From an optimization exercise on the open Yosys and OpenROAD flow, aimed at small area and a short achievable clock period; shortcuts taken in it are not production practice.
Only simulation tests tie the RTL to the original design; equivalence was not proved.
No activity file was given, so power comes from the tool's default toggle rates.

$ cat design.v
`timescale 1ps/1ps
module sobel_mod (
    input clk,
    input rst,
    input [7:0] cam_red_i,
    input [7:0] cam_green_i,
    input [7:0] cam_blue_i,
    input cam_done_i,
    output [7:0] sobel_red_o,
    output [7:0] sobel_green_o,
    output [7:0] sobel_blue_o,
    output sobel_done_o
);
localparam THRESHOLD = 60;
reg  [6:0]  ga;       
reg  [7:0]  gb;       
reg  [4:0]  gc;       
reg         iv;       
reg  [13:0] cnt;      
reg         armed;    
always @(posedge clk) begin
    ga <= {2'b00, cam_red_i[7:2]} + {4'b0000, cam_red_i[7:5]};
    gb <= {1'b0, cam_green_i[7:1]} + {4'b0000, cam_green_i[7:4]};
    gc <= {1'b0, cam_blue_i[7:4]} + {2'b00, cam_blue_i[7:5]};
    iv <= ~rst & cam_done_i;
    cnt <= iv ? cnt + 14'd1 : 14'd0;
    armed <= ~rst & (armed | (iv & (cnt == 14'd129)));
end
reg  [7:0]  g0;       
reg         r0G;      
reg         r1G;      
reg         c0G;      
reg         goG;      
always @(posedge clk) begin
    g0  <= {1'b0, ga} + gb + {3'b000, gc};
    r0G <= (cnt[13:7] == 7'd0);
    r1G <= (cnt[13:7] == 7'd1);
    c0G <= (cnt[6:0] == 7'd0);
end
always @(posedge clk) begin
    if (rst) goG <= 1'b0;
    else     goG <= iv & (armed | (cnt == 14'd129));
end
reg [2047:0] line;
always @(posedge clk)
    line <= {line[2039:0], g0};
wire [7:0] mid = line[127*8 +: 8];   
wire [7:0] top = line[255*8 +: 8];   
wire       r1I  = (cnt[13:7] == 7'd1);           
wire [7:0] topn = line[254*8 +: 8];
wire [7:0] midn = line[126*8 +: 8];
reg  [9:0] pt;
always @(posedge clk)
    pt <= {2'b00, r1I ? 8'd0 : topn} + {1'b0, midn, 1'b0};
wire [7:0] top_m = r1G ? 8'd0 : top;
wire [7:0] bot_m = r0G ? 8'd0 : g0;
reg  [9:0] vB;    
reg  [8:0] dyB;   
reg        c0B;   
reg        go1;
always @(posedge clk) begin
    vB  <= pt + {2'b00, bot_m};
    dyB <= {1'b0, top_m} - {1'b0, bot_m};
    c0B <= c0G;
end
reg  [9:0]  vD;    
reg  [9:0]  vL;    
reg  [8:0]  dyD;   
reg  [10:0] P;     
reg  [9:0]  gxa;   
reg  [10:0] gyr;   
reg         go2;
wire [9:0] vR  = c0B ? 10'd0 : vB;
wire [8:0] dyR = c0B ? 9'd0  : dyB;
always @(posedge clk) begin
    vD  <= vB;
    vL  <= c0B ? 10'd0 : vD;
    dyD <= dyB;
    P   <= (c0B ? 11'd0 : {{2{dyD[8]}}, dyD}) + {dyB[8], dyB, 1'b0};
    gxa <= (vL >= vR) ? vL - vR : vR - vL;
    gyr <= P + {{2{dyR[8]}}, dyR};
end
reg [9:0] s;
reg       go3;
wire       sy  = gyr[10];
wire [9:0] gyi = gyr[9:0] ^ {10{sy}};
wire [10:0] ssum = {gxa, 1'b1} + {gyi, sy};
always @(posedge clk)
    s <= ssum[10:1];
reg [7:0] outp;
reg       go4;
always @(posedge clk)
    outp <= (s >= THRESHOLD) ? 8'd255 : s[7:0];
always @(posedge clk) begin
    if (rst) begin
        go1 <= 1'b0;
        go2 <= 1'b0;
        go3 <= 1'b0;
        go4 <= 1'b0;
    end else begin
        go1 <= goG;
        go2 <= go1;
        go3 <= go2;
        go4 <= go3;
    end
end
assign sobel_red_o   = outp;
assign sobel_green_o = outp;
assign sobel_blue_o  = outp;
assign sobel_done_o  = go4;
endmodule
$ cat run.sh
#!/bin/bash
# synth_recipe.tcl (not shown) runs the flow's synth.tcl, then flattens the netlist and writes it again
# the make line also repeats each setting of config.mk as NAME=value (left out here)
make -C /OpenROAD-flow-scripts/flow DESIGN_CONFIG=/design/flow/config.mk WORK_HOME=/design/flow/orfs CLKGATE_MAP_FILE= SYNTH_SCRIPT=/design/flow/synth_recipe.tcl finish
$ cat config.mk
export PLATFORM = sky130hd
export DESIGN_NAME = sobel_mod
export DESIGN_NICKNAME = sobel_mod
export VERILOG_FILES = /design/flow/design.v
export SDC_FILE = /design/flow/constraint.sdc
export NUM_CORES = 4
export LEC_CHECK = 0
export CAP_MARGIN = 20
export CORE_MARGIN = 2
export CORE_UTILIZATION = 60
export CTS_CLUSTER_DIAMETER = 60
export CTS_CLUSTER_SIZE = 30
export SETUP_SLACK_MARGIN = 2.7
export SLEW_MARGIN = 20
$ cat constraint.sdc
create_clock -name core_clock -period 5.0 [get_ports {clk}]
set_input_delay 1.0000 -clock core_clock [delete_from_list [all_inputs] [get_ports {clk}]]
set_output_delay 1.0000 -clock core_clock [all_outputs]
set_load 0.01 [all_outputs]
==> run_results.csv, run 1 <==
group,metric,value,unit
outcome,status,"complete, no violations",
place,io_buffers,44,
place,hpwl,29800,µm
cells_and_area,fin_nets,3168,
die,fp-row-count,104,
cells_and_area,final_area,55100,µm²
cells_and_area,diodes,0,
critical_path,crit_path_start_kind,"flop",
sta,finalHoldViolations,0,
routing,firstDrtPassIters,6,
sta,max_freq,0.401,GHz
sta,timing.setup.tns,0,ps
clock_tree,clk_pin_slew,100,ps
sta,finClkSkew,21.7,ps
critical_path,required,5560,ps
die,start_util,0.608,
routing,postRouteAntennaNets,0,
synth,synth_area_leaders,"dfxtp_1 (90%), ha_1 (2.4%), xnor2_1 (1.0%), nor2b_1 (0.69%), fa_1 (0.65%)",
global_routing,grt_pass1_wl,94100,µm
clock_tree,cts_max_path_buffers,3,
clock_tree,root_buffer,"clkbuf_16",
critical_path,crit_fanout,8,
sta,hold_ws,311,ps
cells_and_area,area_growth,12.3,%
synth,syn_area,49100,µm²
synth,async_flop_share,0,
critical_path,end_kind,"flop",
clock_tree,ctsHoldBuffers,0,
routing,drt_first_iter_violations,658,
clock_tree,insertion_delay,680,ps
global_routing,grt_max_degree,31,
synth,syn_avg_cell_area,17.2,µm²
synth,synth_top_area_frac,0.902,
sta,rsz0062_at_grt,"true",
cells_and_area,instances_no_fill,4157,
synth,ys_ff_latch,2209,
synth,ys_seq_area_frac,0.902,
routing,wire_per_inst,13.4,µm
power_and_ir_drop,total_power,0.0298,W
sta,finalSetupViolations,0,
sta,tightest_slew,808,ps
clock_tree,cts_sinks,2209,
synth,synth_top_area_cell,"dfxtp_1",
die,fp.coreArea,80700,µm²
sta,period_share,0.498,
min_path,holdCritPathClass,"flop to flop",
global_routing,grt-ovfl-total,0,
routing,drt_wl_total,55600,µm
global_routing,grt.total_usage,0.136,
die,dieHeight,290,µm
sta,relSlewSlack,0.457,
clock_tree,cts_tree,"done",
sta,drv_slew,0,
power_and_ir_drop,peakVddDrop,0.469,mV
run,maxCapViolations,0,
routing,viasPerCell,4.34,
synth,yosysWarnings,1,
critical_path,critPathArrivalTime,3060,ps
routing,drcViolationCount,0,
synth,synthCells,2859,
place,gp_congestion,0.741,
die,io_pins,52,
power_and_ir_drop,total_leakage_power,22.8,nW
routing,vias,18100,
clock_tree,cts-buffers-inserted,103,
synth,synth_edf_count,0,
cells_and_area,drive_gt1_frac,0.108,
synth,synthFlopType,"dfxtp_1",
power_and_ir_drop,power.density,542,nW/µm²
place,placed_cell_area,50700,µm²
place,dp.cells,3936,
synth,syn-num-nets,2995,
global_routing,grt_pass1_vias,18800,
die,die_w,290,µm
synth,synth.distinct_cells,58,
sta,fin_crit,2490,ps
die,dieArea,84100,µm²
clock_tree,htreeDepth,3,
global_routing,antenna_found_initial,1,
critical_path,critPathKind,"flop to flop",
[final cells by class]
class,count,area (µm²)
flip-flops and latches,2209,44300
clock buffers,107,2620
repair buffers,95,880
well taps,1060,1330
clock inverters,63,926
inverters,66,255
multi-input cells,557,4800
fillers,5390,25600
[logic make-up after synthesis]
family,after synthesis,share of synthesized area
DFF,2209,0.902
muxes,9,0.00184
buffers and inverters,93,0.00847
adders and majority gates,109,0.0303
xor gates and xnor gates,87,0.0155
AOI/OAI and AO/OA,135,0.0182
and+or+nand+nor,217,0.0242
[timing repair]
item / in CTS / in global routing
resized for setup: 151 / 38
buffers inserted: 30 / 21
pin swaps: 28 / 32
setup endpoints to repair: 55 / 44
[stage by stage]
stage	utilization	worst slack, ps
final	0.683	2510
after detailed placement	0.628	1630
after global routing	0.683	2440
after floorplan	-	2400
after CTS	0.679	2500
after global placement	0.628	1620
[flip-flops by register name (all words and copies together), names as in the netlist, 9 cells and up]
name	count
line	2048
cnt	14
P	11
gyr	11
gxa	10
pt	10
s	10
vB	10
vD	10
vL	10
dyB	9
dyD	9
[critical path, stage by stage (launching register included)]
cell      delay, ps
dfxtp_4         400
buf_6           110
buf_12           90
nand2b_4        140
inv_4            40
fa_2            360
nand3b_1        200
a21o_1          230
a31oi_4         230
a21boi_4         90
buf_12          160
mux2i_4         180
xor2_1          160
[cell usage in the layout (no fill, tap or decap), drive strengths merged, types with 9 or more instances in the layout]
master / netlist / layout
dfxtp: 2209 / 2209
ha: 93 / 93
clkdlybuf4s15: 0 / 18
nor2b: 54 / 54
and2: 21 / 21
clkinv: 0 / 22
o21ai: 22 / 22
nor3: 14 / 14
a21oi: 43 / 43
inv: 66 / 98
mux2i: 9 / 9
nand2: 26 / 26
nand3: 13 / 13
nand2b: 24 / 24
xnor2: 56 / 56
fa: 16 / 16
clkbuf: 5 / 113
xor2: 31 / 31
a21o: 20 / 20
buf: 22 / 51
nor2: 35 / 35
clkdlybuf4s50: 0 / 19
[routing by layer]
layer	share of wire	global-route usage
met5	0	0
met4	0.038	0.0582
met3	0.029	0.0247
met2	0.42	0.208
met1	0.51	0.192
[synthesized netlist by cell type, drive strengths merged (2+ instances only)]
cell / n
dfxtp: 2209
ha: 93
inv: 66
xnor2: 56
nor2b: 54
a21oi: 43
nor2: 35
xor2: 31
nand2: 26
nand2b: 24
buf: 22
o21ai: 22
and2: 21
a21o: 20
fa: 16
nor3: 14
nand3: 13
mux2i: 9
and3: 8
o21bai: 8
a21boi: 6
a31oi: 6
o21a: 6
clkbuf: 5
nand4: 4
or2: 4
a31o: 3
nor4: 3
or3: 3
or4: 3
a221oi: 2
nand3b: 2
o2111a: 2
o211ai: 2
[path summary, 6_finish.rpt]
path,startpoint,to,slack [ps],cells past startpoint
worst min register to register,line[425],line[433],310,0
worst max register to register,c0B,gxa[2],2510,12
worst min-delay path,line[425],line[433],310,0
worst max-delay path,c0B,gxa[2],2510,12
[power breakdown]
group          internal [W]  switching, W  total [W]
Clock               0.00438       0.00553    0.00990
Combinational      0.000148      0.000132   0.000280
Sequential           0.0192      0.000476     0.0197
==> inputs of run 2 (changes only) <==
--- a/design.v
+++ b/design.v
@@ -18,12 +18,15 @@
 reg         iv;       
 reg  [13:0] cnt;      
 reg         armed;    
+reg         r1I;      
 always @(posedge clk) begin
     ga <= {2'b00, cam_red_i[7:2]} + {4'b0000, cam_red_i[7:5]};
     gb <= {1'b0, cam_green_i[7:1]} + {4'b0000, cam_green_i[7:4]};
     gc <= {1'b0, cam_blue_i[7:4]} + {2'b00, cam_blue_i[7:5]};
     iv <= ~rst & cam_done_i;
     cnt <= iv ? cnt + 14'd1 : 14'd0;
+    r1I <= iv & (((cnt[13:7] == 7'd1) & (cnt[6:0] != 7'd127)) |
+                 ((cnt[13:7] == 7'd0) & (cnt[6:0] == 7'd127)));
     armed <= ~rst & (armed | (iv & (cnt == 14'd129)));
 end
 reg  [7:0]  g0;       
@@ -34,7 +37,7 @@
 always @(posedge clk) begin
     g0  <= {1'b0, ga} + gb + {3'b000, gc};
     r0G <= (cnt[13:7] == 7'd0);
-    r1G <= (cnt[13:7] == 7'd1);
+    r1G <= r1I;
     c0G <= (cnt[6:0] == 7'd0);
 end
 always @(posedge clk) begin
@@ -46,7 +49,6 @@
     line <= {line[2039:0], g0};
 wire [7:0] mid = line[127*8 +: 8];   
 wire [7:0] top = line[255*8 +: 8];   
-wire       r1I  = (cnt[13:7] == 7'd1);           
 wire [7:0] topn = line[254*8 +: 8];
 wire [7:0] midn = line[126*8 +: 8];
 reg  [9:0] pt;
@@ -67,7 +69,7 @@
 reg  [9:0]  vL;    
 reg  [8:0]  dyD;   
 reg  [10:0] P;     
-reg  [9:0]  gxa;   
+reg  [10:0] gxr;   
 reg  [10:0] gyr;   
 reg         go2;
 wire [9:0] vR  = c0B ? 10'd0 : vB;
@@ -77,16 +79,22 @@
     vL  <= c0B ? 10'd0 : vD;
     dyD <= dyB;
     P   <= (c0B ? 11'd0 : {{2{dyD[8]}}, dyD}) + {dyB[8], dyB, 1'b0};
-    gxa <= (vL >= vR) ? vL - vR : vR - vL;
+    gxr <= {1'b0, vL} - {1'b0, vR};
     gyr <= P + {{2{dyR[8]}}, dyR};
 end
-reg [9:0] s;
+reg [9:0] s1;      
+reg       sx1;     
 reg       go3;
+wire       sx  = gxr[10];
 wire       sy  = gyr[10];
+wire [9:0] gxi = gxr[9:0] ^ {10{sx}};
 wire [9:0] gyi = gyr[9:0] ^ {10{sy}};
-wire [10:0] ssum = {gxa, 1'b1} + {gyi, sy};
-always @(posedge clk)
-    s <= ssum[10:1];
+wire [10:0] ssum = {gxi, 1'b1} + {gyi, sy};
+always @(posedge clk) begin
+    s1  <= ssum[10:1];
+    sx1 <= sx;
+end
+wire [9:0] s = s1 + {9'd0, sx1};    
 reg [7:0] outp;
 reg       go4;
 always @(posedge clk)
--- a/config.mk
+++ b/config.mk
@@ -10,5 +10,5 @@
 export CORE_UTILIZATION = 60
 export CTS_CLUSTER_DIAMETER = 60
 export CTS_CLUSTER_SIZE = 30
-export SETUP_SLACK_MARGIN = 2.7
+export SETUP_SLACK_MARGIN = 3.0
 export SLEW_MARGIN = 20
==> run 2 against run 1 <==
Compared with the run above: first-iteration DRC count down 21%; area after synthesis up 0.20%; sequential share of layout area up 0.13 points; sequential power about the same; cell area about the same; critical path depth down 11; global-route usage down 0.71 points; wire length down 3.4%; hold slack better by 6.0 ps; clock skew up 1.1 ps; total power down 0.99%; critical path type is now flop to primary output; largest power group unchanged.
==> run_results.csv, run 2 <==
group,metric,value,unit
outcome,status,"complete, no violations",
routing,vias,18000,
die,fp.coreArea,80800,µm²
sta,finClkSkew,22.8,ps
critical_path,crit_path_start_kind,"flop",
cells_and_area,final_common_cell,"dfxtp_1",
power_and_ir_drop,total_leakage_power,22.6,nW
routing,firstDrtPassIters,5,
routing,postRouteAntennaNets,0,
run,maxCapViolations,0,
place,pre_cts_slack,2090,ps
place,gp_congestion,0.778,
clock_tree,cts_max_path_buffers,3,
sta,setup_ws,2850,ps
synth,synth.distinct_cells,64,
global_routing,grt_pass1_wl,90200,µm
die,start_util,0.608,
cells_and_area,largest_register_ffs,2048,
cells_and_area,instances_no_fill,4133,
critical_path,required,4000,ps
critical_path,worst-path-buf-inv,1,
sta,relSlewSlack,0.670,
critical_path,r2r_setup_slack,2880,ps
power_and_ir_drop,power.density,536,nW/µm²
cells_and_area,largest_register,"line",
global_routing,grt-ovfl-total,0,
synth,syn-num-nets,2984,
synth,ys_ff_latch,2212,
sta,period_share,0.430,
sta,tightest_slew,494,ps
die,fp-row-count,104,
power_and_ir_drop,swShare,0.201,
clock_tree,cts_sinks,2212,
power_and_ir_drop,p_seq_frac,0.667,
die,dieHeight,290,µm
die,dieArea,84200,µm²
routing,viasPerCell,4.35,
critical_path,crit_fanout,3,
synth,syn_avg_cell_area,17.2,µm²
sta,finalHoldViolations,0,
clock_tree,root_buffer,"clkbuf_16",
power_and_ir_drop,clockPowerShare,0.321,
power_and_ir_drop,p_comb_frac,0.012,
critical_path,critPathArrivalTime,1150,ps
critical_path,slowest_delay,370,ps
synth,synth_top_area_frac,0.901,
place,io_buffers,44,
synth,synthFlopType,"dfxtp_1",
cells_and_area,drive_gt1_frac,0.122,
cells_and_area,area_growth,12.1,%
clock_tree,insertion_delay,670,ps
synth,synth_top_area_cell,"dfxtp_1",
sta,finalSetupViolations,0,
cells_and_area,final_area,55100,µm²
cells_and_area,top_regs,"line: 2048 flops, cnt: 14 flops",
place,hpwl,28500,µm
global_routing,grt_max_degree,31,
min_path,holdCritPathClass,"flop to flop",
sta,timing.setup.tns,0,ps
clock_tree,clk_pin_slew,100,ps
synth,synth_most_common_cell,"dfxtp_1",
routing,drt_first_iter_violations,523,
critical_path,crit_chain,"buf_6",
synth,yosysWarnings,1,
synth,synth_area_leaders,"dfxtp_1 (90%), ha_1 (2.1%), xnor2_1 (1.0%), xor2_1 (0.89%), nor2b_1 (0.79%)",
critical_path,end_kind,"primary output",
routing,wire_per_inst,13.0,µm
synth,synthTopCellsByCount,"dfxtp_1 (2212), ha_1 (83), nor2b_1 (62)",
power_and_ir_drop,peakVddDrop,0.405,mV
clock_tree,htreeDepth,3,
power_and_ir_drop,p_sw,0.00594,W
place,dp.cells,3935,
cells_and_area,fin_nets,3143,
critical_path,critPathKind,"flop to primary output",
die,io_pins,52,
global_routing,grt.total_usage,0.129,
die,die_w,290,µm
sta,rsz0062_at_grt,"true",
routing,drcViolationCount,0,
synth,async_flop_share,0,
power_and_ir_drop,power.internal,0.0236,W
routing,drt_wl_total,53700,µm
synth,synthCells,2860,
clock_tree,cts-buffers-inserted,97,
critical_path,critPathTopFamily,"flip-flops",
global_routing,antenna_found_initial,1,
place,placed_cell_area,50800,µm²
sta,fin_crit,2150,ps
synth,ys_seq_area_frac,0.901,
cells_and_area,layout_common_cells,"dfxtp_1 (2188), clkbuf_16 (100), ha_1 (63)",
synth,syn_area,49200,µm²
critical_path,slowest_stage,"dfxtp_4",
global_routing,grt_pass1_vias,18200,
sta,max_freq,0.465,GHz
clock_tree,cts_tree,"done",
synth,synth_edf_count,0,
sta,drv_slew,0,
-- run 2: layout make-up --
type	count	area, µm²
antenna	1	2.50
clock buffer	103	2530
clock inverter	49	749
fill	5379	25700
inverter	52	195
multi-input combinational	567	5130
sequential	2212	44300
tap	1060	1330
timing repair buffer	89	808
-- run 2: cell families (layout without fill, tap and decap cells) --
logic type	count (synthesis)	in the layout	synth area share
XOR/XNOR	107	107	0.0191
AND/OR/NAND/NOR	213	213	0.0244
other	0	1	0
adder cells (fa/ha/maj)	97	97	0.0268
flip-flops	2212	2212	0.901
AO/OA/AOI/OAI	150	150	0.0209
buffers and inverters	81	293	0.00789
-- run 2: power groups by stage --
stage	registers [W]	clock network (W)	logic, W
3_5_place_dp	0.0201	0	0.000289
6_report	0.0197	0.00949	0.000349
4_1_cts	0.0197	0.00978	0.000337
2_1_floorplan	0.0198	0	0.000240
5_1_grt	0.0199	0.0104	0.000398
3_3_place_gp	0.0201	0	0.000285
-- run 2: worst paths after layout --
path / start / end / cells past startpoint
min reg2reg: line[1902] / line[1910] / 0
min: line[1902] / line[1910] / 0
max: outp[5] / sobel_green_o[5] / 1
max reg2reg: ga[1] / g0[7] / 10
-- run 2: per-stage QoR --
stage	utilization	power (W)	hold WS (ps)
final	0.682	0.0295	317
after global routing	0.682	0.0307	316
after CTS	0.675	0.0299	317
after detailed placement	0.629	0.0204	312
after global placement	0.629	0.0204	310
after floorplan	-	0.0201	310
-- run 2: layer usage --
metal / track usage / vias up / part of all wire
li1: - / 9280 / -
met1: 0.194 / 8439 / 0.53
met2: 0.184 / 146 / 0.41
met3: 0.0282 / 123 / 0.032
met4: 0.0464 / 0 / 0.028
met5: 0 / - / 0
-- run 2: timing repair --
item | 4_1_cts | 5_1_grt
hold buffers | 0 | 0
hold endpoints to repair | 0 | 0
setup endpoints to repair | 74 | 58
resized for setup | 202 | 78
setup buffers | 28 | 17
pin swaps | 44 | 58
==> inputs of run 3 (changes only) <==
--- a/config.mk
+++ b/config.mk
@@ -10,5 +10,5 @@
 export CORE_UTILIZATION = 60
 export CTS_CLUSTER_DIAMETER = 60
 export CTS_CLUSTER_SIZE = 30
-export SETUP_SLACK_MARGIN = 3.0
+export SETUP_SLACK_MARGIN = 2.7
 export SLEW_MARGIN = 20
==> run 3 against run 2 <==
Compared with the run above: still clean on timing, DRC and antenna; combinational power is about 10% lower; area after synthesis stayed put; flip-flop and latch count stayed put; largest cell class unchanged; largest power group unchanged.
==> run_results.csv, run 3 <==
group,metric,value,unit
synth,synth.distinct_cells,64,
place,hpwl,29100,µm
synth,ys_ff_latch,2212,
place,placed_cell_area,50700,µm²
synth,syn-num-nets,2984,
synth,syn_area,49200,µm²
global_routing,grt_max_degree,31,
sta,drv_slew,0,
critical_path,crit_chain,"clkdlybuf4s15_2",
routing,wire_per_inst,12.9,µm
power_and_ir_drop,power.density,551,nW/µm²
clock_tree,ctsHoldBuffers,0,
cells_and_area,multiInputGateArea,4560,µm²
critical_path,critPathArrivalTime,1230,ps
die,fp.coreArea,80800,µm²
die,die_w,290,µm
routing,firstDrtPassIters,4,
global_routing,grt_pass1_wl,89900,µm
die,dieArea,84200,µm²
sta,setup_ws,2770,ps
sta,finClkSkew,30.0,ps
critical_path,required,4000,ps
routing,viasPerCell,4.34,
sta,max_freq,0.448,GHz
synth,synth_top_area_cell,"dfxtp_1",
sta,finalSetupViolations,0,
critical_path,slowest_delay,350,ps
cells_and_area,final.fill_count,5446,
cells_and_area,drive_gt1_frac,0.0823,
die,io_pins,52,
sta,timing.setup.tns,0,ps
place,io_buffers,44,
routing,drt_first_iter_violations,574,
place,gp_congestion,0.749,
power_and_ir_drop,total_leakage_power,22.4,nW
sta,relSlewSlack,0.633,
outcome,status,"complete, no violations",
critical_path,critPathKind,"flop to primary output",
clock_tree,htreeDepth,3,
synth,synth_edf_count,0,
min_path,holdCritPathClass,"flop to flop",
critical_path,worst-path-buf-inv,1,
critical_path,end_kind,"primary output",
sta,finalHoldViolations,0,
critical_path,crit_path_start_kind,"flop",
routing,drcViolationCount,0,
critical_path,slowest_stage,"dfxtp_2",
clock_tree,cts-buffers-inserted,101,
clock_tree,cts_sinks,2212,
routing,drt_wl_total,52900,µm
cells_and_area,top_regs,"line: 2048 flops, cnt: 14 flops",
synth,synth_area_leaders,"dfxtp_1 (90%), ha_1 (2.1%), xnor2_1 (1.0%), xor2_1 (0.89%), nor2b_1 (0.79%)",
clock_tree,cts_max_path_buffers,3,
die,dieHeight,290,µm
cells_and_area,final_common_cell,"dfxtp_1",
clock_tree,clk_pin_slew,100,ps
sta,period_share,0.447,
sta,fin_crit,2230,ps
cells_and_area,layout_common_cells,"dfxtp_1 (2196), clkbuf_16 (102), ha_1 (82)",
critical_path,critPathTopFamily,"flip-flops",
clock_tree,insertion_delay,670,ps
synth,synth_most_common_cell,"dfxtp_1",
run,maxCapViolations,0,
die,fp-row-count,104,
cells_and_area,final-seq-area,44300,µm²
clock_tree,root_buffer,"clkbuf_16",
critical_path,crit_fanout,3,
cells_and_area,largest_register,"line",
die,start_util,0.608,
synth,synthCells,2860,
cells_and_area,fin_nets,3109,
global_routing,grt_pass1_vias,17900,
sta,tightest_slew,549,ps
cells_and_area,largest_register_ffs,2048,
synth,synthFlopType,"dfxtp_1",
cells_and_area,final_area,54400,µm²
synth,async_flop_share,0,
routing,postRouteAntennaNets,0,
synth,synthTopCellsByCount,"dfxtp_1 (2212), ha_1 (83), nor2b_1 (62)",
power_and_ir_drop,peakVddDrop,0.442,mV
synth,synth_top_area_frac,0.901,
global_routing,grt.total_usage,0.129,
sta,rsz0062_at_grt,"true",
global_routing,antenna_found_initial,4,
routing,vias,17800,
synth,ys_seq_area_frac,0.901,
synth,yosysWarnings,1,
clock_tree,cts_tree,"done",
synth,syn_avg_cell_area,17.2,µm²
cells_and_area,area_growth,10.7,%
place,pre_cts_slack,1980,ps
global_routing,grt-ovfl-total,0,
run 3: changes by cell type in the layout (fill, tap and decap cells not counted), moves of 13 or more:
cell,delta
buf_4,-33
buf_6,-21
ha_1,+19
a21oi_1,+16
ha_4,-16
a21oi_2,-15
clkdlybuf4s15_2,+13
nor2b_1,+13
run 3: final timing paths:
kind | endpoint | cells after the start | from | slack, ps
setup / recovery | sobel_blue_o[2] | 1 | outp[2] | 2770
hold / removal | line[1493] | 0 | line[1485] | 320
setup reg to reg | gxr[10] | 10 | c0B | 2790
hold reg to reg | line[1493] | 0 | line[1485] | 320
run 3: per-layer routing:
layer  track usage  part of all wire  wire length, µm
met1         0.200              0.55            29000
met2         0.180              0.39            20800
met3        0.0265             0.031             1640
met4        0.0451             0.028             1490
met5             0                 0                0
run 3: repair_timing:
action | 4_1_cts | 5_1_grt
endpoints found under the setup margin | 56 | 34
gates resized for setup | 91 | 38
setup buffers | 3 | 4
endpoints found under the hold margin | 0 | 0
cloned | 0 | 0
pin swaps | 1 | 11
run 3: cell type report:
type	count	share of cell area
clock buffers	109	0.0481
flip-flops and latches	2212	0.815
multi-input cells	567	0.0838
diodes	1	0.0000460
inverters	52	0.00359
clock inverters	57	0.0169
well taps	1060	0.0244
repair buffers	51	0.00858
run 3: worst register-to-register path, stage by stage (launching register included):
cell and delay, ps:
dfxtp_4 410, nor2b_1 130, ha_1 170, inv_1 60, fa_2 350, a21o_1 170, a21o_1 200, a21o_1 200
a21oi_2 180, a21oi_2 90, a31oi_1 180
run 3: cell families (layout without fill, tap and decap cells):
| group | Yosys count | in the layout | share of synthesized area |
|---|---|---|---|
| flip-flops | 2212 | 2212 | 0.901 |
| other | 0 | 1 | 0 |
| XOR/XNOR | 107 | 107 | 0.0191 |
| AND/OR/NAND/NOR | 213 | 213 | 0.0244 |
| adder cells (fa/ha/maj) | 97 | 97 | 0.0268 |
| AO/OA/AOI/OAI | 150 | 150 | 0.0209 |
| buffers and inverters | 81 | 269 | 0.00789 |
run 3: stage by stage:
stage | hold slack, ps | utilization | std cells | power [W]
3_5_place_dp | 312 | 0.628 | 3935 | 0.0204
5_1_grt | 319 | 0.673 | 4108 | 0.0311
3_3_place_gp | 311 | 0.628 | 3935 | 0.0204
2_1_floorplan | 310 | - | 2860 | 0.0201
6_report | 317 | 0.673 | 4109 | 0.0300
4_1_cts | 306 | 0.673 | 4104 | 0.0303
run 3: power by group:
group	internal [W]	total, W	switching [W]
logic	0.000162	0.000314	0.000152
registers	0.0192	0.0197	0.000497
clock network	0.00444	0.00993	0.00549
==> inputs of run 4 (changes only) <==
==> flow/run.sh (new file) <==
#!/bin/bash
# The standard layout (the standard.sh), with clock tree synthesis told
# to cluster up to 30 sinks per leaf buffer and to add no dummy loads.
set -euo pipefail
export CTS_ARGS="-sink_clustering_enable -repair_clock_nets -sink_clustering_size 30 -sink_clustering_max_diameter 60 -dont_use_dummy_load"
bash standard.sh > standard_flow.log 2>&1
==> standard.sh (new file) <==
#!/bin/bash
# synth_recipe.tcl (not shown) runs the flow's synth.tcl, then flattens the netlist and writes it again
# the make line also repeats each setting of config.mk as NAME=value (left out here)
make -C /OpenROAD-flow-scripts/flow DESIGN_CONFIG=/design/flow/config.mk WORK_HOME=/design/flow/orfs CLKGATE_MAP_FILE= SYNTH_SCRIPT=/design/flow/synth_recipe.tcl "${@:-finish}"
--- a/config.mk
+++ b/config.mk
@@ -10,5 +10,5 @@
 export CORE_UTILIZATION = 60
 export CTS_CLUSTER_DIAMETER = 60
 export CTS_CLUSTER_SIZE = 30
-export SETUP_SLACK_MARGIN = 2.7
+export SETUP_SLACK_MARGIN = 3.0
 export SLEW_MARGIN = 20
removed: run.sh
==> run 4 against run 3 <==
Compared with the run above: synthesized cell count stayed put; flip-flop and latch count did not move; fmax rose by 3.5%; area after synthesis did not move.
==> run_results.csv, run 4 <==
group,metric,value,unit
clock_tree,cts_tree,"done",
die,die_w,290,µm
place,hpwl,28500,µm
global_routing,grt_max_degree,31,
critical_path,critPathKind,"flop to flop",
critical_path,crit_path_frequent_cell,"a21o_1",
sta,timing.setup.tns,0,ps
clock_tree,insertion_delay,650,ps
critical_path,crit_chain,"nor2b_2, ha_2, inv_2, fa_2, a21o_1, a21o_1, a21o_1, a21oi_2, a21oi_2, xor2_1",
synth,syn_area,49200,µm²
cells_and_area,largest_register_ffs,2048,
clock_tree,cts_sinks,2212,
synth,ys_ff_latch,2212,
synth,synth_top_area_frac,0.901,
power_and_ir_drop,power.density,520,nW/µm²
routing,drcViolationCount,0,
place,dp.cells,3935,
synth,synth_top_family_by_area,"adder cells",
global_routing,grt-ovfl-total,0,
sta,max_freq,0.464,GHz
sta,rsz0062_at_grt,"true",
sta,setup_ws,2840,ps
die,dieHeight,290,µm
cells_and_area,fin_nets,3138,
outcome,status,"complete, no violations",
power_and_ir_drop,peakVddDrop,0.405,mV
synth,synth_area_leaders,"dfxtp_1 (90%), ha_1 (2.1%), xnor2_1 (1.0%), xor2_1 (0.89%), nor2b_1 (0.79%)",
synth,syn_avg_cell_area,17.2,µm²
routing,wire_per_inst,13.0,µm
critical_path,worst-path-buf-inv,1,
sta,period_share,0.431,
routing,drt_first_iter_violations,561,
routing,drt_wl_total,52800,µm
cells_and_area,layout_common_cells,"dfxtp_1 (2188), clkbuf_16 (97), ha_1 (64)",
synth,synth_edf_count,0,
synth,synth_fa_ha_area_frac,0.0268,
clock_tree,cts_max_path_buffers,3,
cells_and_area,final_common_cell,"dfxtp_1",
power_and_ir_drop,total_leakage_power,22.2,nW
synth,synth_most_common_cell,"dfxtp_1",
critical_path,critPathArrivalTime,2640,ps
sta,drv_slew,0,
critical_path,crit_path_start_kind,"flop",
critical_path,critPathTopFamily,"compound AO/OA/AOI/OAI gates",
synth,synthTopCellsByCount,"dfxtp_1 (2212), ha_1 (83), nor2b_1 (62)",
synth,synth_top_area_cell,"dfxtp_1",
cells_and_area,final.fill_count,5473,
synth,async_flop_share,0,
cells_and_area,top_regs,"line: 2048 flops, cnt: 14 flops",
routing,postRouteAntennaNets,0,
sta,finalSetupViolations,0,
synth,synth.area.mux_share,0,
cells_and_area,instances_no_fill,4072,
routing,vias,17900,
synth,synthFlopType,"dfxtp_1",
die,start_util,0.608,
place,pre_cts_slack,2090,ps
global_routing,grt_pass1_vias,18100,
cells_and_area,diodes,0,
synth,synthSimpleGateAreaFrac,0.0244,
min_path,holdCritPathClass,"flop to flop",
sta,finalHoldViolations,0,
synth,syn-num-nets,2984,
synth,synth.distinct_cells,64,
clock_tree,root_buffer,"clkbuf_16",
sta,fin_crit,2160,ps
global_routing,grt_pass1_wl,89400,µm
cells_and_area,drive_gt1_frac,0.102,
routing,firstDrtPassIters,4,
die,fp.coreArea,80800,µm²
synth,ys_seq_area_frac,0.901,
cells_and_area,fin_util,0.670,
place,gp_congestion,0.778,
clock_tree,clk_pin_slew,100,ps
run,maxCapViolations,0,
synth,synth_compound_gate_area_share,0.0209,
sta,finClkSkew,54.1,ps
global_routing,antenna_found_initial,1,
cells_and_area,area_growth,10.2,%
critical_path,required,5490,ps
critical_path,crit_fanout,7,
place,io_buffers,44,
critical_path,slowest_delay,390,ps
routing,viasPerCell,4.39,
synth,synthXorXnorAreaFrac,0.0191,
critical_path,end_kind,"flop",
sta,tightest_slew,469,ps
critical_path,slowest_stage,"dfxtp_4",
die,io_pins,52,
die,fp-row-count,104,
clock_tree,cts-buffers-inserted,97,
global_routing,grt.total_usage,0.128,
sta,relSlewSlack,0.687,
synth,yosysWarnings,1,
clock_tree,htreeDepth,3,
cells_and_area,largest_register,"line",
die,dieArea,84200,µm²
synth,synthCells,2860,
run 4: cell counts after synthesis:
No cell type changed its count.
run 4: cell families (layout without fill, tap and decap cells):
family                     after synthesis  after routing
and+or+nand+nor                        213            213
AOI/OAI and AO/OA                      150            150
xor gates and xnor gates               107            107
DFF                                   2212           2212
adders and majority gates               97             97
buffers and inverters                   81            233
run 4: area by class of cell:
class	instances	area, µm²	area share
multi-input cells	567	5090	0.0939
repair buffers	84	795	0.0147
flip-flops and latches	2212	44300	0.819
well taps	1060	1330	0.0245
clock buffers	97	2430	0.0448
inverters	52	195	0.00360
run 4: routing by layer:
layer / GRT usage / vias up / share of wire
met2: 0.181 / 148 / 0.40
met5: 0 / - / 0
met4: 0.0473 / 0 / 0.031
li1: - / 9202 / -
met3: 0.0287 / 123 / 0.033
met1: 0.193 / 8398 / 0.54
run 4: worst paths after layout:
check / start / endpoint / slack [ps] / cells past startpoint
setup / recovery: c0B / gxr[8] / 2840 / 10
hold reg to reg: line[1869] / line[1877] / 290 / 0
setup reg to reg: c0B / gxr[8] / 2840 / 10
hold / removal: line[1869] / line[1877] / 290 / 0
run 4: power breakdown:
part           switching, W  internal (W)
clock network       0.00468       0.00347
logic              0.000159      0.000188
registers          0.000490        0.0192
total               0.00533        0.0229
run 4: repair_timing:
action	CTS	global route
setup endpoints to repair	75	58
buffers inserted	28	12
pin swaps	33	49
hold buffers	0	0
gates resized for setup	206	70
run 4: stage by stage:
stage	power (W)	hold WS, ps	instance area (µm²)
3_5_place_dp	0.0204	312	50800
6_report	0.0282	286	54200
4_1_cts	0.0285	285	53800
3_3_place_gp	0.0204	310	50800
2_1_floorplan	0.0201	310	49300
5_1_grt	0.0293	287	54200
run 4: worst reg2reg max path, delay by kind of cell (launching register included):
family,cells,cell delay [ps]
flip-flops,1,390
buffers and inverters,1,40
adder cells (fa/ha/maj),2,540
AND/OR/NAND/NOR,1,130
XOR/XNOR,1,150
AO/OA/AOI/OAI,5,760
==> inputs of run 5 (changes only) <==
==> flow/run.sh (replaced) <==
#!/bin/bash
# The standard layout (the standard.sh), with clock tree synthesis told
# to cluster up to 34 sinks per leaf buffer and to add no dummy loads.
set -euo pipefail
export CTS_ARGS="-sink_clustering_enable -repair_clock_nets -sink_clustering_size 34 -sink_clustering_max_diameter 60 -dont_use_dummy_load"
bash standard.sh > standard_flow.log 2>&1
--- a/config.mk
+++ b/config.mk
@@ -5,10 +5,9 @@
 export SDC_FILE = /design/flow/constraint.sdc
 export NUM_CORES = 4
 export LEC_CHECK = 0
+export ABC_AREA = 1
 export CAP_MARGIN = 20
 export CORE_MARGIN = 2
 export CORE_UTILIZATION = 60
-export CTS_CLUSTER_DIAMETER = 60
-export CTS_CLUSTER_SIZE = 30
 export SETUP_SLACK_MARGIN = 3.0
 export SLEW_MARGIN = 20
==> run 5 against run 4 <==
Compared with the run above: cell area rose by 0.31%; register-to-register slack improved by 140 ps; synthesized cell count rose by 8.5%; wire length rose by 4.0%; still clean; largest cell class unchanged; combinational power rose to 3.7 times the previous value; clock power rose by 2.7%; total power rose by 4.7%; sequential share of layout area fell by 0.29 points; via count rose by 6.1%.
==> run_results.csv, run 5 <==
group,metric,value,unit
synth,synth.distinct_cells,40,
critical_path,slowest_delay,370,ps
routing,vias,19000,
synth,synthCells,3104,
clock_tree,cts_max_path_buffers,3,
cells_and_area,final.fill_count,5652,
critical_path,worstReg2RegEnd,"g0[7]",
die,dieArea,84800,µm²
routing,drcViolationCount,0,
power_and_ir_drop,peakVddDrop,0.420,mV
global_routing,grt_pass1_vias,19000,
global_routing,grt-ovfl-total,0,
clock_tree,insertion_delay,660,ps
sta,finClkSkew,77.6,ps
critical_path,crit_path_start_kind,"flop",
clock_tree,root_buffer,"clkbuf_16",
sta,timing.setup.tns,0,ps
critical_path,critPathKind,"flop to primary output",
critical_path,r2r_setup_slack,2980,ps
sta,rsz0062_at_grt,"true",
clock_tree,cts-buffers-inserted,103,
routing,postRouteAntennaNets,0,
critical_path,r2r_cells,11,
sta,max_freq,0.467,GHz
outcome,status,"complete, no violations",
global_routing,antenna_found_initial,0,
synth,synthTopCellsByCount,"dfxtp_1 (2212), nand2_1 (188), inv_1 (179)",
place,gp_congestion,0.802,
critical_path,end_kind,"primary output",
power_and_ir_drop,total_leakage_power,22.6,nW
global_routing,grt_pass1_wl,93200,µm
cells_and_area,multiInputGateArea,4730,µm²
cells_and_area,fin_nets,3372,
routing,drt_first_iter_violations,780,
cells_and_area,final_common_cell,"dfxtp_1",
power_and_ir_drop,power.density,543,nW/µm²
routing,wire_per_inst,12.7,µm
run,maxCapViolations,0,
cells_and_area,area_growth,9.75,%
clock_tree,clk_pin_slew,110,ps
sta,period_share,0.428,
cells_and_area,largest_register_ffs,2048,
synth,async_flop_share,0,
die,dieHeight,291,µm
critical_path,crit_end,"sobel_red_o[0]",
sta,relSlewSlack,0.713,
sta,fin_crit,2140,ps
cells_and_area,final-seq-area,44300,µm²
synth,ys_seq_area_frac,0.894,
cells_and_area,largest_register,"line",
synth,syn_area,49500,µm²
min_path,holdCritPathClass,"flop to flop",
clock_tree,htreeDepth,3,
critical_path,crit_chain,"buf_6",
clock_tree,cts_tree,"done",
critical_path,critPathArrivalTime,1140,ps
synth,ys_ff_latch,2212,
sta,finalHoldViolations,0,
synth,syn_avg_cell_area,16.0,µm²
sta,drv_slew,0,
cells_and_area,drive_gt1_frac,0.0758,
critical_path,slowest_stage,"dfxtp_4",
synth,syn-num-nets,3228,
clock_tree,cts_sinks,2212,
place,io_buffers,44,
global_routing,grt_max_degree,35,
synth,yosysWarnings,1,
routing,drt_wl_total,55000,µm
cells_and_area,instances_no_fill,4316,
critical_path,crit_fanout,3,
critical_path,critPathLaunch,"outp[0]",
sta,tightest_slew,426,ps
place,hpwl,31600,µm
routing,viasPerCell,4.39,
synth,synthFlopType,"dfxtp_1",
die,fp.coreArea,81800,µm²
synth,synth_top_area_frac,0.894,
die,start_util,0.605,
die,io_pins,52,
synth,synth_top_area_cell,"dfxtp_1",
cells_and_area,layout_common_cells,"dfxtp_1 (2196), nand2_1 (179), inv_1 (174)",
cells_and_area,fin_util,0.664,
sta,finalSetupViolations,0,
die,fp-row-count,105,
global_routing,grt.total_usage,0.133,
critical_path,r2r-start,"ga[1]",
critical_path,worst-path-buf-inv,1,
critical_path,path_depth,1,
place,dp.cells,4192,
cells_and_area,diodes,0,
routing,firstDrtPassIters,5,
critical_path,critPathTopFamily,"flip-flops",
die,die_w,291,µm
clock_tree,ctsHoldBuffers,0,
cells_and_area,top_regs,"line: 2048 flops, cnt: 14 flops",
synth,synth_edf_count,0,
critical_path,required,4000,ps
synth,synth_most_common_cell,"dfxtp_1",
synth,synth_area_leaders,"dfxtp_1 (89%), ha_1 (2.1%), nand2_1 (1.4%), inv_1 (1.4%), xor2_1 (1.2%)",
run 5: changes by cell type after synthesis, moves of 18 or more:
cell | previous run | this run
nand2_1 | 24 | 188
nand3_1 | 11 | 76
a21o_1 | 22 | 4
nand2b_1 | 28 | 0
nor2_1 | 31 | 85
inv_1 | 50 | 179
nor2b_1 | 62 | 0
xnor2_1 | 57 | 14
run 5: logic make-up (layout without fill, tap and decap cells):
kind of cell / count (synthesis) / after routing / share of synthesized area
compound gates: 99 / 99 / 0.0111
xor+xnor: 81 / 81 / 0.0143
simple gates: 407 / 407 / 0.0363
fa+ha+maj: 97 / 97 / 0.0266
flops: 2212 / 2212 / 0.894
buf+inv: 208 / 350 / 0.0173
run 5: timing repair:
action	in CTS	in global routing
gates resized for setup	160	77
cloned	1	1
buffers inserted	6	13
pin swaps	8	30
endpoints found under the setup margin	52	57
run 5: power by group:
| group | switching (W) | internal [W] | leakage (nW) | total (W) |
|---|---|---|---|---|
| combinational | 0.000697 | 0.000577 | 3.37 | 0.00127 |
| clock | 0.00471 | 0.00367 | 1.27 | 0.00837 |
| sequential | 0.000533 | 0.0193 | 18.0 | 0.0199 |
| total | 0.00593 | 0.0236 | 22.6 | 0.0295 |
run 5: layer usage:
layer | routed length, µm | up-vias | global-route usage
li1 | - | 9792 | -
met5 | 0 | - | 0
met4 | 1140 | 0 | 0.0426
met2 | 23100 | 204 | 0.196
met1 | 28700 | 8878 | 0.197
met3 | 2070 | 93 | 0.0292
run 5: cell type report:
type                    count  share of cell area
flip-flops and latches   2212               0.816
repair buffers             66              0.0127
inverters                 181              0.0126
clock buffers             103              0.0474
well taps                1070              0.0246
multi-input cells         684              0.0870
run 5: through the flow:
step                total power (W)  cell area, µm²  hold WS, ps  worst slack [ps]
floorplan                    0.0209           49500          310              2980
global placement             0.0214           51100          310              2370
detailed placement           0.0214           51100          312              2350
CTS                          0.0298           53900          246              2800
global route                 0.0309           54300          250              2790
finish                       0.0295           54300          247              2860
run 5: worst min path at each step:
stage / cells past startpoint / startpoint / to / slack [ps]
4_1_cts: 0 / line[1151] / line[1159] / 250
5_1_grt: 0 / line[1151] / line[1159] / 250
3_5_place_dp: 0 / line[1022] / line[1030] / 310
6_report: 0 / line[1151] / line[1159] / 250
2_1_floorplan: 0 / c0G / c0B / 310
3_3_place_gp: 0 / line[1240] / line[1248] / 310
==> inputs of run 6 (changes only) <==
--- a/config.mk
+++ b/config.mk
@@ -9,5 +9,5 @@
 export CAP_MARGIN = 20
 export CORE_MARGIN = 2
 export CORE_UTILIZATION = 60
-export SETUP_SLACK_MARGIN = 3.0
+export SETUP_SLACK_MARGIN = 2.88
 export SLEW_MARGIN = 20
==> run 6 against run 5 <==
Compared with the run above: sequential share of layout area increased by 0.82 points; largest cell class unchanged; global-route usage increased by 0.29 points; first-iteration DRC count decreased by 12%; flip-flop and latch count unchanged; register-to-register slack got worse by 20 ps; non-clock buffer count decreased by 12; area after synthesis unchanged; cell area decreased by 1.0%; via count decreased by 1.7%; synthesized cell count unchanged; clock power decreased by 2%; critical path depth unchanged.
==> run_results.csv, run 6 <==
group,metric,value,unit
sta,max_freq,0.464,GHz
cells_and_area,area_growth,8.63,%
critical_path,slowest_delay,360,ps
critical_path,critPathKind,"flop to primary output",
critical_path,worst-path-buf-inv,1,
cells_and_area,diodes,0,
sta,finClkSkew,82.8,ps
cells_and_area,layout_common_cells,"dfxtp_1 (2199), nand2_1 (188), inv_1 (177)",
outcome,status,"complete, no violations",
global_routing,grt_max_degree,35,
sta,tightest_slew,438,ps
cells_and_area,final.fill_count,5736,
sta,fin_crit,2150,ps
global_routing,grt-ovfl-total,0,
clock_tree,cts-buffers-inserted,99,
synth,syn_area,49500,µm²
routing,drcViolationCount,0,
die,dieArea,84800,µm²
clock_tree,cts_tree,"done",
critical_path,crit_chain,"buf_2",
run,maxCapViolations,0,
critical_path,crit_fanout,3,
synth,async_flop_share,0,
cells_and_area,final_common_cell,"dfxtp_1",
synth,synthTopCellsByCount,"dfxtp_1 (2212), nand2_1 (188), inv_1 (179)",
synth,synth_area_leaders,"dfxtp_1 (89%), ha_1 (2.1%), nand2_1 (1.4%), inv_1 (1.4%), xor2_1 (1.2%)",
clock_tree,cts_sinks,2212,
routing,firstDrtPassIters,5,
sta,relSlewSlack,0.705,
critical_path,end_kind,"primary output",
clock_tree,ctsHoldBuffers,0,
synth,synth_most_common_cell,"dfxtp_1",
power_and_ir_drop,peakVddDrop,0.387,mV
die,fp.coreArea,81800,µm²
sta,timing.setup.tns,0,ps
synth,synth_top_area_frac,0.894,
synth,syn-num-nets,3228,
clock_tree,htreeDepth,3,
clock_tree,clk_pin_slew,110,ps
routing,postRouteAntennaNets,0,
synth,synthFlopType,"dfxtp_1",
routing,viasPerCell,4.33,
cells_and_area,largest_register_ffs,2048,
die,io_pins,52,
critical_path,crit_path_start_kind,"flop",
cells_and_area,largest_register,"line",
sta,finalSetupViolations,0,
global_routing,grt_pass1_vias,19000,
routing,wire_per_inst,13.0,µm
synth,yosysWarnings,1,
clock_tree,insertion_delay,700,ps
cells_and_area,fin_nets,3356,
synth,synth_top_area_cell,"dfxtp_1",
power_and_ir_drop,total_leakage_power,22.5,nW
sta,finalHoldViolations,0,
sta,rsz0062_at_grt,"true",
global_routing,grt_pass1_wl,94800,µm
global_routing,grt.total_usage,0.136,
clock_tree,cts_max_path_buffers,3,
cells_and_area,drive_gt1_frac,0.0560,
synth,synth_edf_count,0,
routing,drt_wl_total,55800,µm
sta,drv_slew,0,
synth,synth.distinct_cells,40,
global_routing,antenna_found_initial,0,
critical_path,critPathArrivalTime,1150,ps
synth,ys_seq_area_frac,0.894,
place,hpwl,32800,µm
synth,syn_avg_cell_area,16.0,µm²
synth,ys_ff_latch,2212,
clock_tree,root_buffer,"clkbuf_16",
routing,vias,18600,
critical_path,critPathTopFamily,"flip-flops",
critical_path,slowest_stage,"dfxtp_2",
cells_and_area,top_regs,"line: 2048 flops, cnt: 14 flops",
die,die_w,291,µm
sta,period_share,0.431,
place,gp_congestion,0.760,
min_path,holdCritPathClass,"flop to flop",
synth,synthCells,3104,
place,io_buffers,44,
routing,drt_first_iter_violations,687,
die,start_util,0.605,
critical_path,required,4000,ps
sta,hold_ws,241,ps
die,fp-row-count,105,
die,dieHeight,291,µm
power_and_ir_drop,power.density,544,nW/µm²
[run 6: layout make-up]
cell class	count	area [µm²]	share of cell area
Multi-Input combinational cell	684	4450	0.0826
Inverter	181	683	0.0127
Tap cell	1070	1340	0.0249
Clock buffer	99	2480	0.0461
Sequential cell	2212	44300	0.824
Timing Repair Buffer	54	533	0.00991
[run 6: power breakdown]
| group | leakage, nW | internal, W | total (W) | switching [W] |
|---|---|---|---|---|
| clock | 1.22 | 0.00353 | 0.00823 | 0.00469 |
| combinational | 3.25 | 0.000498 | 0.00118 | 0.000680 |
| sequential | 18.0 | 0.0193 | 0.0199 | 0.000529 |
[run 6: cells by family after synthesis]
| family | count (synthesis) | share of synthesized area |
|---|---|---|
| flip-flops | 2212 | 0.894 |
| XOR/XNOR | 81 | 0.0143 |
| AO/OA/AOI/OAI | 99 | 0.0111 |
| adder cells (fa/ha/maj) | 97 | 0.0266 |
| AND/OR/NAND/NOR | 407 | 0.0363 |
| buffers and inverters | 208 | 0.0173 |
[run 6: through the flow]
stage,utilization,setup slack (ps),cells,total power (W),area (µm²)
3_3_place_gp,0.625,2250,4192,0.0214,51100
4_1_cts,0.656,2800,4294,0.0296,53700
6_report,0.657,2850,4300,0.0293,53800
2_1_floorplan,-,2890,3104,0.0209,49500
3_5_place_dp,0.625,2200,4192,0.0214,51100
5_1_grt,0.657,2770,4300,0.0305,53800
[run 6: path summary, 6_finish.rpt]
kind         slack (ps)  depth (start not counted)        endpoint       from
max                2850                          1  sobel_red_o[4]    outp[4]
min                 240                          0       line[579]  line[571]
max reg2reg        2960                         10           g0[7]      ga[1]
min reg2reg         240                          0       line[579]  line[571]
[run 6: metal layers]
layer  GRT usage  part of all wire  wire length, µm  up-vias
met5           0                 0                0        -
met4      0.0407             0.024             1330        0
met3      0.0279             0.034             1920       94
met2       0.204              0.42            23300      154
met1       0.201              0.52            29300     8642
li1            -                 -                -     9746
[run 6: repair_timing]
action                     CTS  global route
cloned                       0             1
pin swaps                    1             5
hold endpoints to repair     0             0
buffers inserted             3             5
gates resized for setup    141            26
setup endpoints to repair   43            41
==> inputs of run 7 (changes only) <==
--- a/config.mk
+++ b/config.mk
@@ -5,9 +5,10 @@
 export SDC_FILE = /design/flow/constraint.sdc
 export NUM_CORES = 4
 export LEC_CHECK = 0
-export ABC_AREA = 1
 export CAP_MARGIN = 20
 export CORE_MARGIN = 2
 export CORE_UTILIZATION = 60
-export SETUP_SLACK_MARGIN = 2.88
+export CTS_CLUSTER_DIAMETER = 60
+export CTS_CLUSTER_SIZE = 30
+export SETUP_SLACK_MARGIN = 3.0
 export SLEW_MARGIN = 20
==> run 7 against run 6 <==
Compared with the run above: still clean on timing, DRC and antenna; critical path depth increased by 9; setup slack improved by 19 ps; wire length decreased by 5.5%; core utilization increased by 1.2 points; critical path type is now flop to flop; largest power group unchanged.
==> run_results.csv, run 7 <==
group,metric,value,unit
synth,synthFlopType,"dfxtp_1",
place,gp_congestion,0.778,
cells_and_area,top_regs,"line: 2048 flops, cnt: 14 flops",
sta,drv_slew,0,
clock_tree,root_buffer,"clkbuf_16",
cells_and_area,drive_gt1_frac,0.100,
die,die_w,290,µm
routing,wire_per_inst,13.0,µm
critical_path,crit_chain,"nor2b_2, ha_2, inv_2, fa_2, a21o_1, a21o_1, a21o_1, a21oi_2, a21oi_2, xor2_1",
sta,tightest_slew,491,ps
sta,period_share,0.427,
global_routing,grt.total_usage,0.127,
die,start_util,0.608,
global_routing,antenna_found_initial,1,
global_routing,grt-ovfl-total,0,
die,fp.coreArea,80800,µm²
power_and_ir_drop,power.density,520,nW/µm²
critical_path,worst-path-buf-inv,1,
clock_tree,insertion_delay,670,ps
cells_and_area,area_growth,10.0,%
clock_tree,htreeDepth,3,
synth,yosysWarnings,1,
critical_path,slowest_stage,"dfxtp_4",
sta,finalHoldViolations,0,
cells_and_area,final_area,54100,µm²
critical_path,crit_path_start_kind,"flop",
cells_and_area,final_common_cell,"dfxtp_1",
synth,ys_seq_area_frac,0.901,
sta,rsz0062_at_grt,"true",
cells_and_area,largest_register_ffs,2048,
clock_tree,cts_sinks,2212,
cells_and_area,final.fill_count,5507,
cells_and_area,instances_no_fill,4072,
clock_tree,ctsHoldBuffers,0,
place,dp.cells,3935,
critical_path,end_kind,"flop",
critical_path,critPathArrivalTime,2630,ps
sta,setup_ws,2870,ps
routing,vias,17800,
min_path,holdCritPathClass,"flop to flop",
critical_path,critPathTopFamily,"compound AO/OA/AOI/OAI gates",
die,fp-row-count,104,
routing,drcViolationCount,0,
synth,synth_top_area_cell,"dfxtp_1",
critical_path,required,5500,ps
synth,syn_avg_cell_area,17.2,µm²
cells_and_area,largest_register,"line",
sta,finClkSkew,95.6,ps
critical_path,critPathKind,"flop to flop",
synth,synth_top_area_frac,0.901,
die,dieHeight,290,µm
place,hpwl,28500,µm
synth,synth_edf_count,0,
clock_tree,clk_pin_slew,110,ps
routing,viasPerCell,4.38,
routing,firstDrtPassIters,4,
critical_path,crit_fanout,6,
power_and_ir_drop,peakVddDrop,0.419,mV
sta,timing.setup.tns,0,ps
global_routing,grt_max_degree,35,
sta,max_freq,0.469,GHz
synth,syn_area,49200,µm²
clock_tree,cts_max_path_buffers,3,
synth,async_flop_share,0,
synth,synthCells,2860,
synth,synthTopCellsByCount,"dfxtp_1 (2212), ha_1 (83), nor2b_1 (62)",
clock_tree,cts-buffers-inserted,95,
cells_and_area,final-seq-area,44400,µm²
place,pre_cts_slack,2090,ps
clock_tree,cts_tree,"done",
synth,syn-num-nets,2984,
synth,synth_most_common_cell,"dfxtp_1",
cells_and_area,fin_util,0.669,
global_routing,grt_pass1_vias,18000,
sta,relSlewSlack,0.672,
die,io_pins,52,
synth,ys_ff_latch,2212,
routing,drt_wl_total,52800,µm
synth,synth.distinct_cells,64,
outcome,status,"complete, no violations",
die,dieArea,84200,µm²
cells_and_area,fin_nets,3137,
run,maxCapViolations,0,
place,placed_cell_area,50800,µm²
routing,postRouteAntennaNets,0,
global_routing,grt_pass1_wl,89300,µm
cells_and_area,multiInputGateArea,5010,µm²
cells_and_area,layout_common_cells,"dfxtp_1 (2188), clkbuf_16 (95), ha_1 (65)",
sta,fin_crit,2130,ps
power_and_ir_drop,total_leakage_power,22.2,nW
synth,synth_area_leaders,"dfxtp_1 (90%), ha_1 (2.1%), xnor2_1 (1.0%), xor2_1 (0.89%), nor2b_1 (0.79%)",
critical_path,slowest_delay,390,ps
place,io_buffers,44,
sta,finalSetupViolations,0,
routing,drt_first_iter_violations,590,
critical_path,crit_path_frequent_cell,"a21o_1",
[run 7: kinds of logic (layout without fill, tap and decap cells)]
group           Yosys count  count (layout)  share of synthesized area
simple gates            213             213                     0.0244
flops                  2212            2212                      0.901
compound gates          150             150                     0.0209
other cells               0               1                          0
buf+inv                  81             232                    0.00789
fa+ha+maj                97              97                     0.0268
xor+xnor                107             107                     0.0191
[run 7: stage by stage]
stage,hold WS [ps],power [W]
after global routing,221,0.0292
after detailed placement,312,0.0204
after global placement,310,0.0204
after CTS,223,0.0284
after floorplan,310,0.0201
final,229,0.0281
[run 7: what timing repair did]
item | 4_1_cts | 5_1_grt
endpoints found under the setup margin | 76 | 58
setup buffers | 27 | 14
resized for setup | 207 | 65
pin swaps | 38 | 34
[run 7: final timing paths]
kind | cells past startpoint | startpoint | endpoint | slack, ps
max | 10 | c0B | gxr[8] | 2870
min | 0 | line[1963] | line[1971] | 230
max reg2reg | 10 | c0B | gxr[8] | 2870
min reg2reg | 0 | line[1963] | line[1971] | 230
[run 7: report_power, final]
| part | internal (W) | total [W] | switching [W] |
|---|---|---|---|
| sequential | 0.0192 | 0.0197 | 0.000493 |
| clock | 0.00340 | 0.00807 | 0.00467 |
| combinational | 0.000187 | 0.000347 | 0.000160 |
| total | 0.0228 | 0.0281 | 0.00532 |
[run 7: final cells by class]
| class | count | area share |
|---|---|---|
| Antenna cell | 1 | 0.0000463 |
| Clock buffer | 95 | 0.0440 |
| Inverter | 52 | 0.00361 |
| Multi-Input combinational cell | 567 | 0.0928 |
| Sequential cell | 2212 | 0.820 |
| Tap cell | 1060 | 0.0245 |
| Timing Repair Buffer | 85 | 0.0147 |
[run 7: metal layers]
layer | vias to the layer above | GRT usage | routed length [µm]
met3 | 137 | 0.0278 | 1670
met4 | 0 | 0.0462 | 1820
li1 | 9203 | - | -
met5 | - | 0 | 0
met2 | 142 | 0.180 | 20900
met1 | 8342 | 0.194 | 28400
==> inputs of run 8 (changes only) <==
--- a/design.v
+++ b/design.v
@@ -77,8 +77,8 @@
 always @(posedge clk) begin
     vD  <= vB;
     vL  <= c0B ? 10'd0 : vD;
-    dyD <= dyB;
-    P   <= (c0B ? 11'd0 : {{2{dyD[8]}}, dyD}) + {dyB[8], dyB, 1'b0};
+    dyD <= c0G ? 9'd0 : dyB;    
+    P   <= {{2{dyD[8]}}, dyD} + {dyB[8], dyB, 1'b0};
     gxr <= {1'b0, vL} - {1'b0, vR};
     gyr <= P + {{2{dyR[8]}}, dyR};
 end
==> config.mk (replaced) <==
export PLATFORM = sky130hd
export DESIGN_NAME = sobel_mod
export DESIGN_NICKNAME = sobel_mod
export VERILOG_FILES = /design/flow/design.v
export SDC_FILE = /design/flow/constraint.sdc
export NUM_CORES = 4
export LEC_CHECK = 0
export ABC_AREA = 1
export CAP_MARGIN = 20
export CORE_MARGIN = 2
export CORE_UTILIZATION = 60
export SETUP_SLACK_MARGIN = 2.95
export SLEW_MARGIN = 20
==> run 8 against run 7 <==
Compared with the run above: still clean; critical path depth shrank 9; clock power grew 2%; cell area down 0.87%; core utilization down 1.4 points; global-route usage increased by 0.41 points; flip-flop and latch count is the same; area after synthesis rose by 0.47%; combinational power grew to 3.4 times the previous value; synthesized cell count increased by 7.6%; non-clock buffer count is 39 lower; critical endpoint is now sobel_green_o[5].
==> run_results.csv, run 8 <==
group,metric,value,unit
power_and_ir_drop,clockPowerShare,0.281,
clock_tree,root_buffer,"clkbuf_16",
cells_and_area,top_regs,"line: 2048 flops, cnt: 14 flops",
synth,synth_most_common_cell,"dfxtp_1",
sta,finalHoldViolations,0,
synth,ys_ff_latch,2212,
die,die_w,291,µm
global_routing,grt_max_degree,35,
run,maxCapViolations,0,
die,fp.coreArea,81800,µm²
cells_and_area,largest_register,"line",
clock_tree,htreeDepth,3,
sta,tightest_slew,465,ps
cells_and_area,largest_register_ffs,2048,
synth,synth_fa_ha_area_frac,0.0263,
critical_path,crit_path_start_kind,"flop",
power_and_ir_drop,total_leakage_power,22.3,nW
synth,synthXorXnorAreaFrac,0.0147,
critical_path,crit_fanout,3,
sta,relSlewSlack,0.690,
power_and_ir_drop,power.internal,0.0234,W
power_and_ir_drop,p_seq_frac,0.678,
clock_tree,ctsHoldBuffers,0,
cells_and_area,fin_nets,3323,
global_routing,grt_pass1_vias,18700,
place,dp.cells,4166,
routing,drt_wl_total,53800,µm
routing,vias,18600,
critical_path,critPathTopFamily,"flip-flops",
clock_tree,cts_max_path_buffers,3,
die,dieHeight,291,µm
cells_and_area,drive_gt1_frac,0.0550,
sta,drv_slew,0,
routing,firstDrtPassIters,4,
cells_and_area,final_common_cell,"dfxtp_1",
synth,ys_seq_area_frac,0.897,
die,io_pins,52,
synth,synth.area.mux_share,0,
clock_tree,cts_sinks,2212,
cells_and_area,layout_common_cells,"dfxtp_1 (2195), nand2_1 (189), inv_1 (155)",
place,gp_congestion,0.767,
routing,drt_first_iter_violations,750,
cells_and_area,area_growth,8.53,%
routing,drcViolationCount,0,
sta,period_share,0.428,
cells_and_area,final.fill_count,5722,
synth,synthTopCellsByCount,"dfxtp_1 (2212), nand2_1 (189), inv_1 (156)",
clock_tree,insertion_delay,670,ps
clock_tree,clk_pin_slew,110,ps
synth,synth.distinct_cells,36,
sta,fin_crit,2140,ps
synth,synth_top_area_frac,0.897,
die,fp-row-count,105,
routing,wire_per_inst,12.6,µm
power_and_ir_drop,peakVddDrop,0.408,mV
synth,synth_compound_gate_area_share,0.0109,
synth,syn-num-nets,3200,
global_routing,grt_pass1_wl,92200,µm
outcome,status,"complete, no violations",
cells_and_area,instances_no_fill,4270,
power_and_ir_drop,p_sw,0.00588,W
synth,syn_area,49400,µm²
die,dieArea,84600,µm²
critical_path,critPathArrivalTime,1140,ps
synth,async_flop_share,0,
synth,synth_top_family_by_area,"simple AND/OR/NAND/NOR gates",
synth,synth_area_leaders,"dfxtp_1 (90%), ha_1 (2.1%), nand2_1 (1.4%), inv_1 (1.2%), xor2_1 (1.2%)",
power_and_ir_drop,power.density,547,nW/µm²
critical_path,critPathKind,"flop to primary output",
clock_tree,cts_tree,"done",
synth,synth_top_area_cell,"dfxtp_1",
critical_path,end_kind,"primary output",
critical_path,required,4000,ps
global_routing,antenna_found_initial,1,
global_routing,grt-ovfl-total,0,
global_routing,grt.total_usage,0.132,
critical_path,slowest_stage,"dfxtp_2",
synth,yosysWarnings,1,
place,hpwl,30800,µm
critical_path,slowest_delay,350,ps
power_and_ir_drop,p_comb_frac,0.041,
sta,finalSetupViolations,0,
routing,postRouteAntennaNets,0,
sta,max_freq,0.467,GHz
min_path,holdCritPathClass,"flop to flop",
critical_path,crit_chain,"buf_2",
sta,rsz0062_at_grt,"true",
synth,syn_avg_cell_area,16.0,µm²
critical_path,worst-path-buf-inv,1,
routing,viasPerCell,4.34,
clock_tree,cts-buffers-inserted,100,
synth,synthSimpleGateAreaFrac,0.0358,
power_and_ir_drop,swShare,0.201,
synth,synthFlopType,"dfxtp_1",
die,start_util,0.603,
sta,timing.setup.tns,0,ps
sta,finClkSkew,75.6,ps
place,io_buffers,44,
synth,synth_edf_count,0,
synth,synthCells,3077,
## run 8: per-layer routing
layer / share of wire / GRT usage / vias up
li1: - / - / 9673
met1: 0.53 / 0.198 / 8589
met2: 0.41 / 0.191 / 183
met3: 0.034 / 0.0272 / 106
met4: 0.028 / 0.0435 / 0
met5: 0 / 0 / -
## run 8: cells by family (layout without fill, tap and decap cells)
| kind of cell | Yosys count | in the layout |
|---|---|---|
| buffers and inverters | 185 | 306 |
| XOR/XNOR | 83 | 83 |
| AND/OR/NAND/NOR | 403 | 403 |
| AO/OA/AOI/OAI | 98 | 98 |
| adder cells (fa/ha/maj) | 96 | 96 |
| flip-flops | 2212 | 2212 |
| other | 0 | 2 |
## run 8: final cells by class
type	count	area, µm²	share of cell area
multi-input combinational	680	4380	0.0818
antenna	2	5.00	0.0000934
inverter	160	602	0.0112
clock buffer	100	2500	0.0467
tap	1070	1340	0.0250
sequential	2212	44300	0.827
timing repair buffer	46	437	0.00815
## run 8: power by group through the flow
stage	clock network, W	logic [W]	registers (W)
floorplan	0	0.000903	0.0200
global placement	0	0.00113	0.0203
detailed placement	0	0.00116	0.0202
CTS	0.00856	0.00117	0.0199
global route	0.00918	0.00136	0.0201
finish	0.00825	0.00119	0.0199
## run 8: worst paths after layout
kind / startpoint / end / slack (ps) / cells after the start
max reg2reg: gb[1] / g0[7] / 2950 / 10
min: line[1984] / line[1992] / 250 / 0
max: outp[5] / sobel_green_o[5] / 2860 / 1
min reg2reg: line[1984] / line[1992] / 250 / 0
## run 8: timing repair
item | CTS | global route
gates resized for setup | 135 | 22
pin swaps | 1 | 0
endpoints found under the setup margin | 46 | 48
setup buffers | 1 | 1
## run 8: metrics by stage
| step | worst slack [ps] | utilization | instance area [µm²] | total power [W] | hold WS [ps] |
|---|---|---|---|---|---|
| final | 2860 | 0.655 | 53600 | 0.0293 | 253 |
| after detailed placement | 2350 | 0.623 | 51000 | 0.0214 | 312 |
| after CTS | 2790 | 0.654 | 53500 | 0.0297 | 258 |
| after global routing | 2780 | 0.655 | 53600 | 0.0306 | 247 |
| after global placement | 2350 | 0.623 | 51000 | 0.0214 | 310 |
| after floorplan | 2950 | - | 49400 | 0.0209 | 310 |

[separate check: timing with driven ports]
The results above use ideal ports. As a check the final layouts listed here were re-extracted and re-timed, cells and wires unchanged.
Step 1: set_driving_cell puts a clkbuf_16 on clk and a buf_2 on each other input, an assumption about the parent block.
Step 2 adds t to the input delays and takes it off the output delays; t is the mean of the earliest and latest rising clock arrival at the registers after step 1. Input paths then give back, and output paths get back, about the clock's delay inside the block.
Slacks: ideal / step 1 / step 2; pairs: ideal / step 1.
| run | shift t [ns] | setup WS [ns] | worst setup path at the end | latest minus earliest clock arrival (ns) |
|---|---|---|---|---|
| run 1 | 0.726 | 2.508 / 2.508 / 2.178 | input to register | 0.035 / 0.035 |
| run 2 | 0.719 | 2.851 / 2.792 / 2.391 | input to register | 0.026 / 0.026 |
| run 3 | 0.722 | 2.766 / 2.708 / 2.181 | input to register | 0.039 / 0.039 |
| run 4 | 0.689 | 2.843 / 2.843 / 2.398 | input to register | 0.082 / 0.081 |
| run 5 | 0.696 | 2.859 / 2.800 / 2.415 | input to register | 0.100 / 0.100 |
| run 6 | 0.703 | 2.847 / 2.787 / 2.300 | input to register | 0.111 / 0.112 |
| run 7 | 0.680 | 2.866 / 2.855 / 2.387 | input to register | 0.107 / 0.107 |
| run 8 | 0.700 | 2.859 / 2.794 / 2.342 | input to register | 0.084 / 0.085 |
After both steps setup and hold are still met in every run listed. The setup slack of run 3, which loses most, moves by -0.058 ns with the drivers and by -0.585 ns with both steps.
